Context: an optimization exercise on an open-source flow, tuned for small area, a short achievable clock period and few clock cycles. The choices shown serve that exercise and are no tape-out recipe.
The RTL was checked by simulation tests, not by an equivalence proof against the original design.
Power is estimated from default activity; no workload was simulated.

### flow/run.sh
#!/bin/bash
# synth_recipe.tcl (not shown) runs the flow's synth.tcl, then flattens the netlist and writes it again
# the make line also repeats each setting of config.mk as NAME=value (left out here)
make -C /OpenROAD-flow-scripts/flow DESIGN_CONFIG=/design/flow/config.mk WORK_HOME=/design/flow/orfs CLKGATE_MAP_FILE= SYNTH_SCRIPT=/design/flow/synth_recipe.tcl finish
### flow/config.mk
export PLATFORM = sky130hd
export DESIGN_NAME = qrcode_decoder
export DESIGN_NICKNAME = qrcode_decoder
export VERILOG_FILES = /design/flow/design.v
export SDC_FILE = /design/flow/constraint.sdc
export NUM_CORES = 8
export LEC_CHECK = 0
export CAP_MARGIN = 20
export CORE_MARGIN = 2
export CORE_UTILIZATION = 40
export SLEW_MARGIN = 20
### flow/constraint.sdc
create_clock -name core_clock -period 16.0 [get_ports {clk}]
set_input_delay 3.2000 -clock core_clock [delete_from_list [all_inputs] [get_ports {clk}]]
set_output_delay 3.2000 -clock core_clock [all_outputs]
set_load 0.01 [all_outputs]
### flow/design.v
module qrcode_decoder(
    input clk,
    input srst_n,
    input start,
    input sram_rdata,
    output [11:0] sram_raddr,
    output reg [5:0] loc_y,
    output reg [5:0] loc_x,
    output reg [7:0] decode_text,
    output reg valid,
    output reg finish
);
localparam S_A = 3'd0, S_P = 3'd1, S_Y = 3'd2, S_X = 3'd3, S_V = 3'd4,
           S_M = 3'd5, S_D = 3'd6, S_E = 3'd7;
reg [2:0] st;
reg [5:0] y, x;           
reg       pv;             
reg       started;
assign sram_raddr = {y, x};
wire dark = sram_rdata & pv;
reg [4:0] t;              
reg [3:0] k;              
reg [4:0] o;              
reg [5:0] ylo, yhi, xlo, xhi;
reg       grp;            
reg [1:0] cidx;           
reg [1:0] rot;
reg [2:0] mask;
reg [4:0] i, j;
reg       up;
reg [2:0] bc;
reg       inlen;
reg [4:0] rem;
function [11:0] rotd;     
    input [1:0] r;
    input [5:0] di, dj;
    begin
        case (r)
            2'd0: rotd = {di, dj};
            2'd1: rotd = {dj, -di};
            2'd2: rotd = {-di, -dj};
            default: rotd = {-dj, di};
        endcase
    end
endfunction
function maskbit;
    input [2:0] m;
    input [4:0] a, b;     
    reg [9:0] p;
    begin
        p = a * b;
        case (m)
            3'd0: maskbit = ((a + b) % 2) == 0;
            3'd1: maskbit = (a % 2) == 0;
            3'd2: maskbit = (b % 3) == 0;
            3'd3: maskbit = ((a + b) % 3) == 0;
            3'd4: maskbit = ((a / 2 + b / 3) % 2) == 0;
            3'd5: maskbit = ((p % 2) + (p % 3)) == 0;
            3'd6: maskbit = (((p % 2) + (p % 3)) % 2) == 0;
            default: maskbit = ((((a + b) % 2) + (p % 3)) % 2) == 0;
        endcase
    end
endfunction
function [11:0] apoint;   
    input [4:0] tt;
    input [3:0] kk;
    reg [5:0] c, h, l;
    begin
        c = {1'b0, tt} + 6'd20; h = {1'b0, tt} + 6'd41; l = {1'b0, tt} + 6'd63;
        case (kk)
            4'd0: apoint = {c, c};
            4'd1: apoint = {c, h};
            4'd2: apoint = {h, c};
            4'd3: apoint = {h, h};
            4'd4: apoint = {c, l};
            4'd5: apoint = {h, l};
            4'd6: apoint = {l, c};
            4'd7: apoint = {l, h};
            default: apoint = {l, l};
        endcase
    end
endfunction
function [11:0] poff;     
    input [4:0] oo;
    begin
        case (oo)
            5'd0:  poff = {6'd0,  6'd14};
            5'd1:  poff = {6'd0,  6'd50};
            5'd2:  poff = {6'd14, 6'd0};
            5'd3:  poff = {6'd50, 6'd0};
            5'd4:  poff = {6'd14, 6'd14};
            5'd5:  poff = {6'd50, 6'd50};
            5'd6:  poff = {6'd14, 6'd50};
            5'd7:  poff = {6'd50, 6'd14};
            5'd8:  poff = {6'd0,  6'd7};
            5'd9:  poff = {6'd0,  6'd57};
            5'd10: poff = {6'd7,  6'd0};
            5'd11: poff = {6'd57, 6'd0};
            5'd12: poff = {6'd7,  6'd7};
            5'd13: poff = {6'd57, 6'd57};
            5'd14: poff = {6'd7,  6'd57};
            5'd15: poff = {6'd57, 6'd7};
            5'd16: poff = {6'd0,  6'd17};
            5'd17: poff = {6'd0,  6'd47};
            5'd18: poff = {6'd17, 6'd0};
            5'd19: poff = {6'd47, 6'd0};
            5'd20: poff = {6'd0,  6'd10};
            5'd21: poff = {6'd0,  6'd54};
            5'd22: poff = {6'd10, 6'd0};
            5'd23: poff = {6'd54, 6'd0};
            5'd24: poff = {6'd3,  6'd14};
            5'd25: poff = {6'd61, 6'd50};
            5'd26: poff = {6'd14, 6'd3};
            default: poff = {6'd50, 6'd61};
        endcase
    end
endfunction
localparam [4:0] P_LAST = 5'd27;
function [6:0] ring;      
    input [3:0] kk;
    begin
        case (kk)
            4'd0: ring = {3'd3, 3'd3, 1'b1};
            4'd1: ring = {3'd1, 3'd1, 1'b0};
            4'd2: ring = {3'd2, 3'd2, 1'b1};
            4'd3: ring = {3'd1, 3'd3, 1'b0};
            4'd4: ring = {3'd3, 3'd1, 1'b0};
            4'd5: ring = {3'd1, 3'd5, 1'b0};
            4'd6: ring = {3'd5, 3'd1, 1'b0};
            4'd7: ring = {3'd4, 3'd4, 1'b1};
            4'd8: ring = {3'd1, 3'd2, 1'b0};
            4'd9: ring = {3'd2, 3'd1, 1'b0};
            4'd10: ring = {3'd5, 3'd5, 1'b0};
            4'd11: ring = {3'd2, 3'd4, 1'b1};
            4'd12: ring = {3'd4, 3'd2, 1'b1};
            4'd13: ring = {3'd1, 3'd4, 1'b0};
            4'd14: ring = {3'd4, 3'd1, 1'b0};
            default: ring = {3'd3, 3'd2, 1'b1};
        endcase
    end
endfunction
wire [4:0] o1 = o + 5'd1;
wire [11:0] po = poff(o1);
wire [6:0] pny = {1'b0, loc_y} + {po[11], po[11:6]};
wire [6:0] pnx = {1'b0, loc_x} + {po[5], po[5:0]};
wire [5:0] ym20 = y - 6'd20, xm20 = x - 6'd20;
wire [5:0] u_ylo = (y >= 6'd20 && ym20 > ylo) ? ym20 : ylo;
wire [5:0] u_yhi = (y < yhi) ? y : yhi;
wire [5:0] u_xlo = (x >= 6'd20 && xm20 > xlo) ? xm20 : xlo;
wire [5:0] u_xhi = (x < xhi) ? x : xhi;
wire [5:0] c_ylo = dark ? u_ylo : ylo;
wire [5:0] c_yhi = dark ? u_yhi : yhi;
wire [5:0] c_xlo = dark ? u_xlo : xlo;
wire [5:0] c_xhi = dark ? u_xhi : xhi;
wire c_small = ((c_yhi - c_ylo) <= 6'd6) && ((c_xhi - c_xlo) <= 6'd6);
wire [4:0] top = (j >= 5'd13) ? 5'd9 : 5'd0;
wire lowj = (j <= 5'd12);
reg [5:0] w_di, w_dj;
reg [4:0] w_i, w_j;
reg       w_up;
always @* begin
    w_up = up;
    if (!j[0]) begin
        w_di = 0; w_dj = 6'h3f; w_i = i; w_j = j - 5'd1;
    end else if (up) begin
        if (i == top) begin
            w_di = 0; w_dj = 6'h3f; w_i = i; w_j = j - 5'd1; w_up = 1'b0;
        end else if (lowj && i == 5'd7) begin
            w_di = 6'h3e; w_dj = 6'd1; w_i = 5'd5; w_j = j + 5'd1;
        end else begin
            w_di = 6'h3f; w_dj = 6'd1; w_i = i - 5'd1; w_j = j + 5'd1;
        end
    end else begin
        if (i == 5'd20) begin
            w_di = 0; w_dj = 6'h3f; w_i = i; w_j = j - 5'd1; w_up = 1'b1;
        end else if (lowj && i == 5'd5) begin
            w_di = 6'd2; w_dj = 6'd1; w_i = 5'd7; w_j = j + 5'd1;
        end else begin
            w_di = 6'd1; w_dj = 6'd1; w_i = i + 5'd1; w_j = j + 5'd1;
        end
    end
end
wire [11:0] w_d = rotd(rot, w_di, w_dj);
wire dbit = sram_rdata ^ maskbit(mask, i, j);
reg [1:0] m_rot;
reg [5:0] m_oy, m_ox;
always @* begin
    case (cidx)
        2'd0: begin m_rot = 2'd2; m_oy = ylo + 6'd20; m_ox = xlo + 6'd20; end
        2'd1: begin m_rot = 2'd3; m_oy = ylo + 6'd20; m_ox = xlo; end
        2'd2: begin m_rot = 2'd1; m_oy = ylo; m_ox = xlo + 6'd20; end
        default: begin m_rot = 2'd0; m_oy = ylo; m_ox = xlo; end
    endcase
end
wire [11:0] m_d0 = rotd(m_rot, 6'd8, 6'd2);
wire [11:0] m_dn = rotd(rot, 6'd0, 6'd1);
wire [11:0] m_dd = rotd(rot, 6'd9, 6'd15);    
wire [1:0] cn = cidx + 2'd1;
wire [5:0] cy0 = ylo, cy1 = ylo + 6'd20, cx0 = xlo, cx1 = xlo + 6'd20;
wire [6:0] rg = ring(k);
wire [6:0] rgn = ring(k + 4'd1);
wire [6:0] rg0 = ring(4'd0);
function [11:0] raddr;    
    input [1:0] c;
    input [2:0] a, b;
    input [5:0] yl, xl;
    begin
        raddr = {c[1] ? yl + 6'd20 - a : yl + a, c[0] ? xl + 6'd20 - b : xl + b};
    end
endfunction
always @(posedge clk) begin
    if (!srst_n) begin
        st <= S_A; y <= 6'd20; x <= 6'd20; pv <= 1'b1; started <= 1'b0;
        t <= 0; k <= 0; o <= 0; ylo <= 0; yhi <= 0; xlo <= 0; xhi <= 0;
        grp <= 0; cidx <= 0; rot <= 0; mask <= 0; i <= 0; j <= 0; up <= 0;
        bc <= 0; inlen <= 0; rem <= 0;
        loc_y <= 0; loc_x <= 0; decode_text <= 0; valid <= 0; finish <= 0;
    end else begin
        if (start) started <= 1'b1;
        valid <= 1'b0;
        finish <= 1'b0;
        case (st)
        S_A: begin
            if (dark) begin
                loc_y <= y; loc_x <= x;
                ylo <= (y >= 6'd20) ? y - 6'd20 : 6'd0;
                yhi <= (y > 6'd43) ? 6'd43 : y;
                xlo <= (x >= 6'd20) ? x - 6'd20 : 6'd0;
                xhi <= (x > 6'd43) ? 6'd43 : x;
                o <= 5'd0;
                st <= S_P;
                y <= y; x <= x + 6'd14; pv <= (x <= 6'd49);
            end else begin
                if (k == 4'd8) begin
                    k <= 4'd0;
                    t <= (t == 5'd20) ? 5'd0 : t + 5'd1;
                    {y, x} <= apoint((t == 5'd20) ? 5'd0 : t + 5'd1, 4'd0);
                end else begin
                    k <= k + 4'd1;
                    {y, x} <= apoint(t, k + 4'd1);
                end
                pv <= 1'b1;
            end
        end
        S_P: begin
            ylo <= c_ylo; yhi <= c_yhi; xlo <= c_xlo; xhi <= c_xhi;
            if (c_small || o == P_LAST) begin
                st <= S_Y; grp <= 1'b0;
                y <= c_ylo; x <= c_xhi; pv <= 1'b1;
            end else begin
                o <= o1;
                y <= pny[5:0]; x <= pnx[5:0];
                pv <= (pny[6] == 1'b0) && (pnx[6] == 1'b0);
            end
        end
        S_Y: begin
            pv <= 1'b1;
            if (dark) begin
                ylo <= y;
                st <= S_X; grp <= 1'b0;
                y <= y; x <= xlo;
            end else if (!grp) begin
                if (x >= xlo + 6'd7) x <= x - 6'd7;
                else begin grp <= 1'b1; x <= xlo + 6'd20; end
            end else begin
                if (x + 6'd7 <= xhi + 6'd20 && x <= 6'd56) x <= x + 6'd7;
                else begin grp <= 1'b0; y <= y + 6'd1; x <= xhi; end
            end
        end
        S_X: begin
            pv <= 1'b1;
            if (dark) begin
                xlo <= x;
                st <= S_V;
                if (grp) begin
                    cidx <= 2'd0; st <= S_M;
                    rot <= 2'd2; loc_y <= ylo + 6'd20; loc_x <= x + 6'd20;
                    {y, x} <= {ylo + 6'd20 - 6'd8, x + 6'd20 - 6'd2};
                    k <= 4'd0;
                end else begin
                    cidx <= 2'd1; grp <= 1'b0;
                    y <= ylo; x <= x + 6'd20;
                end
            end else if (!grp) begin
                grp <= 1'b1; y <= ylo + 6'd20;
            end else begin
                grp <= 1'b0; y <= ylo; x <= x + 6'd1;
            end
        end
        S_V: begin
            if ((!grp && !dark) || (grp && (dark != rg[0]))) begin
                st <= S_M; rot <= m_rot; loc_y <= m_oy; loc_x <= m_ox;
                y <= m_oy + m_d0[11:6]; x <= m_ox + m_d0[5:0];
                k <= 4'd0;
            end else if (!grp) begin
                if (cidx == 2'd3) begin
                    grp <= 1'b1; cidx <= 2'd0; k <= 4'd0;
                    {y, x} <= raddr(2'd0, rg0[6:4], rg0[3:1], ylo, xlo);
                end else begin
                    cidx <= cn;
                    y <= cn[1] ? cy1 : cy0; x <= cn[0] ? cx1 : cx0;
                end
            end else begin
                cidx <= cn;
                if (cidx == 2'd3 && k == 4'd15) begin
                    st <= S_M; rot <= m_rot; loc_y <= m_oy; loc_x <= m_ox;
                    y <= m_oy + m_d0[11:6]; x <= m_ox + m_d0[5:0];
                    k <= 4'd0;
                end else if (cidx == 2'd3) begin
                    k <= k + 4'd1;
                    {y, x} <= raddr(2'd0, rgn[6:4], rgn[3:1], ylo, xlo);
                end else begin
                    {y, x} <= raddr(cn, rg[6:4], rg[3:1], ylo, xlo);
                end
            end
        end
        S_M: begin
            if (k == 4'd0 && !started) begin
            end else begin
                mask <= {mask[1:0], sram_rdata ^ ~k[0]};
                if (k == 4'd2) begin
                    st <= S_D; i <= 5'd17; j <= 5'd19; up <= 1'b1;
                    inlen <= 1'b1; bc <= 3'd0; rem <= 5'd0;
                    y <= y + m_dd[11:6]; x <= x + m_dd[5:0];
                end else begin
                    k <= k + 4'd1;
                    y <= y + m_dn[11:6]; x <= x + m_dn[5:0];
                end
            end
        end
        S_D: begin
            i <= w_i; j <= w_j; up <= w_up;
            y <= y + w_d[11:6]; x <= x + w_d[5:0];
            if (inlen) begin
                rem <= {rem[3:0], dbit};
                bc <= (bc == 3'd4) ? 3'd0 : bc + 3'd1;
                if (bc == 3'd4) inlen <= 1'b0;
            end else begin
                decode_text <= {decode_text[6:0], dbit};
                bc <= bc + 3'd1;
                if (bc == 3'd7) begin
                    valid <= 1'b1;
                    rem <= rem - 5'd1;
                    if (rem == 5'd1) begin
                        finish <= 1'b1;
                        st <= S_E;
                    end
                end
            end
        end
        default: ;
        endcase
    end
end
endmodule
==> reports/metrics.csv <==
metric,value,unit
CTS tree,built,
share of layout cells above drive strength 1,0.0434,
DR vias,18300,
Placement Setup Slack,5.09,ns
post-synthesis sequential area ratio,0.129,
H-tree depth,3,
Pwr per Cell Area,153,mW/mm²
Tot Pwr,2.83,mW
NumNets Final,2676,
drt pass-1 iters,6,
crit path kind,reg -> reg,
DRT Wirelength,59400,µm
multi-input logic area,0.0140,mm²
ys flop type,dfxtp_1,
Synth Cell Area,0.0174,mm²
post-route setup TNS,0,ns
DP HPWL,44800,µm
I/O pins,38,
Die H,212,µm
Cell variety after synth,96,
Max VDD drop,0.112,mV
first-iteration detailed-routing DRC count,1972,
Die Footprint,0.0451,mm²
pin count of the biggest net entering global routing,77,
standard-cell row count,76,
drt via density,6.03,
Critical Path Source Type,flop,
vias in the first global route,17200,
number of buffers created by CTS,9,
first-pass GRT wire length,94600,µm
total congestion overflow,0,
dpl cells,3014,
Fin. Hold Viols,0,
core box area,0.0430,mm²
unrepaired setup endpoints after global routing,no,
"CTS clk-pin slew, worst paths",0.08,ns
residual DRC count,0,
Worst path most repeated cell,ha_1,
final setup skew,0.0184,ns
# resized after CTS,0,
GRT Util Overall,0.262,
Chip Width,212,µm
crit-path max FO,18,
Avg WL per Cell,19.6,µm
Synth top area share,0.150,
Initial Util,0.404,
port buffer count,37,
CP arrival,11.31,ns
Synth area leader,ha_1,
Mapped Cells,2499,
final setup vio count,0,
outcome,timing/DRC/antenna clean,
final antenna-violating net count,0,
# fillers,4492,
MaxCap Viol Count,0,
Slew Limit Fails,0,
number of clock sinks,112,
Yosys reg bits,112,
final hold slack,0.475,ns
Worst Max-Slew Pin Slew,1.07,ns
initial antenna violation count,0,
min-delay worst type,reg -> reg,
Post-synth EDFFs,0,
Setup crit end kind,flop,
Tcrit/Tclk final,0.690,
max_slew headroom,0.282,
Sequential Area,0.00224,mm²
crit path max-delay cell type,dfxtp_1,
Final Wtd Congestion,1.00,
min Tclk post-route,11.04,ns
Post-Syn Nets,2735,
asr flop ratio synth,0,
max incr delay on CP,0.70,ns
worst path required time,16.27,ns
top post-synthesis cells by area,"ha_1, dfxtp_1, a21oi_1",
clock latency (worst-skew pair),0.40,ns
final cell count without fillers,3030,
# hold bufs at CTS,0,
antenna cells,0,
Leakage,7.59,nW
Area Overhead vs Synth,6.61,%
Post-CTS Setup Inserts,0,
"Worst Setup Slack, final",4.96,ns
Max Fclk,90.6,MHz
Yosys Warn Count,1,
Clock Tree Root,clkbuf_16,
syn avg cell area,6.95,µm²
maximum root-to-sink buffer count,2,
[area by class of cell]
cell class / count / share of cell area
clock inverter: 5 / 0.00223
timing repair buffer: 79 / 0.0370
sequential: 112 / 0.121
inverter: 164 / 0.0333
multi-input combinational: 2074 / 0.754
clock buffer: 11 / 0.0131
tap: 585 / 0.0395
[power by group]
group          total (mW)  leakage, nW  switching [mW]  internal (mW)
combinational        2.16         6.55            1.34          0.819
clock               0.240        0.126           0.129          0.112
sequential          0.437        0.914          0.0981          0.339
[sequential cells by signal (all words and copies together) (netlist names), 6 cells and up]
name	count
decode_text	8
loc_y	6
xhi	6
x	6
ylo	6
xlo	6
rg	7
y	6
yhi	6
loc_x	6
[synthesized netlist by cell type (9+ instances only)]
cell      count
and2_1       27
nand4_1      11
nand2_1     263
o31ai_1      14
buf_1         9
mux2i_1      45
dfxtp_1     112
a31oi_1      25
fa_1         24
o22ai_1      24
o211ai_1     41
a211o_1      14
a211oi_1     40
nor4_1       10
a21o_1       44
nor2_1      278
a21oi_1     257
inv_1       158
xor2_1       40
ha_1        208
nor2b_1      25
a22oi_1      16
o21a_1       14
clkbuf_1    137
xnor2_1     111
or3_1        14
nand2b_1     32
nor3_1       65
o21ai_0     172
nor3b_1      12
a221oi_1     19
nand3_1      56
[critical path, delay by kind of cell (launching register included)]
family,cells,cell delay (ns)
AO/OA/AOI/OAI,18,4.03
XOR/XNOR,3,0.79
adder cells (fa/ha/maj),9,3.36
buffers and inverters,4,0.32
flip-flops,1,0.70
AND/OR/NAND/NOR,8,1.68
[metrics by stage]
step / instance area (µm²) / utilization
4_1_cts: 18500 / 0.431
2_1_floorplan: 17400 / -
3_3_place_gp: 18200 / 0.424
5_1_grt: 18500 / 0.431
3_5_place_dp: 18200 / 0.424
6_report: 18500 / 0.431
[cell usage in the layout (no fill, tap or decap), types with 16 or more instances in the layout]
cell type        instances
nor2_1                 278
nand2_1                263
a21oi_1                257
ha_1                   208
o21ai_0                172
inv_1                  158
dfxtp_1                112
xnor2_1                111
nor3_1                  63
nand3_1                 56
mux2i_1                 45
a21o_1                  44
buf_4                   42
o211ai_1                41
xor2_1                  40
a211oi_1                39
clkdlybuf4s50_1         37
nand2b_1                32
and2_1                  27
a31oi_1                 25
nor2b_1                 25
o22ai_1                 24
fa_1                    24
a221oi_1                19
a22oi_1                 16
[routing by layer]
layer | up-vias | wire (µm) | global-route usage | part of all wire
met4 | 0 | 2720 | 0.119 | 0.046
met3 | 152 | 3380 | 0.0365 | 0.057
met2 | 648 | 27000 | 0.426 | 0.45
met5 | - | 0 | 0 | 0
li1 | 8791 | - | - | -
met1 | 8690 | 26300 | 0.344 | 0.44
[path summary, 6_finish.rpt]
kind / from / end / slack [ns] / cells after the start
worst max-delay path: j[2] / rem[0] / 4.96 / 42
worst min-delay path: decode_text[2] / decode_text[3] / 0.47 / 2
worst max register to register: j[2] / rem[0] / 4.96 / 42
worst min register to register: decode_text[2] / decode_text[3] / 0.47 / 2
[cells by family (layout without fill, tap and decap cells)]
family / Yosys count / in the layout / share of synthesized area
compound gates: 803 / 803 / 0.297
xor+xnor: 152 / 152 / 0.0770
fa+ha+maj: 235 / 235 / 0.179
buf+inv: 313 / 259 / 0.0686
flops: 112 / 112 / 0.129
mux: 54 / 54 / 0.0330
simple gates: 830 / 830 / 0.216
Testbench counts, summed over its fixed seeds: cycles 22,667.

port drivers added, routing unchanged:
How much do the figures lean on ideal ports? The routed layout below was timed once more, with nothing changed but the port constraints.
Step 1: set_driving_cell puts a clkbuf_16 on clk and a buf_2 on each other input, an assumption about the parent block.
Step 2, shift: input delay + t, output delay - t, t = (earliest + latest rising clock arrival at the registers) / 2. This alone moves slack from input paths to output paths.
Slacks: ideal ports / drivers / drivers and shift; pairs: ideal ports / drivers.
t, ns: 0.447
slack for setup (ns): 4.960 / 4.960 / 4.960
hold WS [ns]: 0.475 / 0.475 / 0.475
worst slew at a driven data input, ns: 0.03
After both steps setup and hold are still met in this run. The setup slack of this run moves by 0.000 ns with the drivers and by 0.000 ns with both steps.
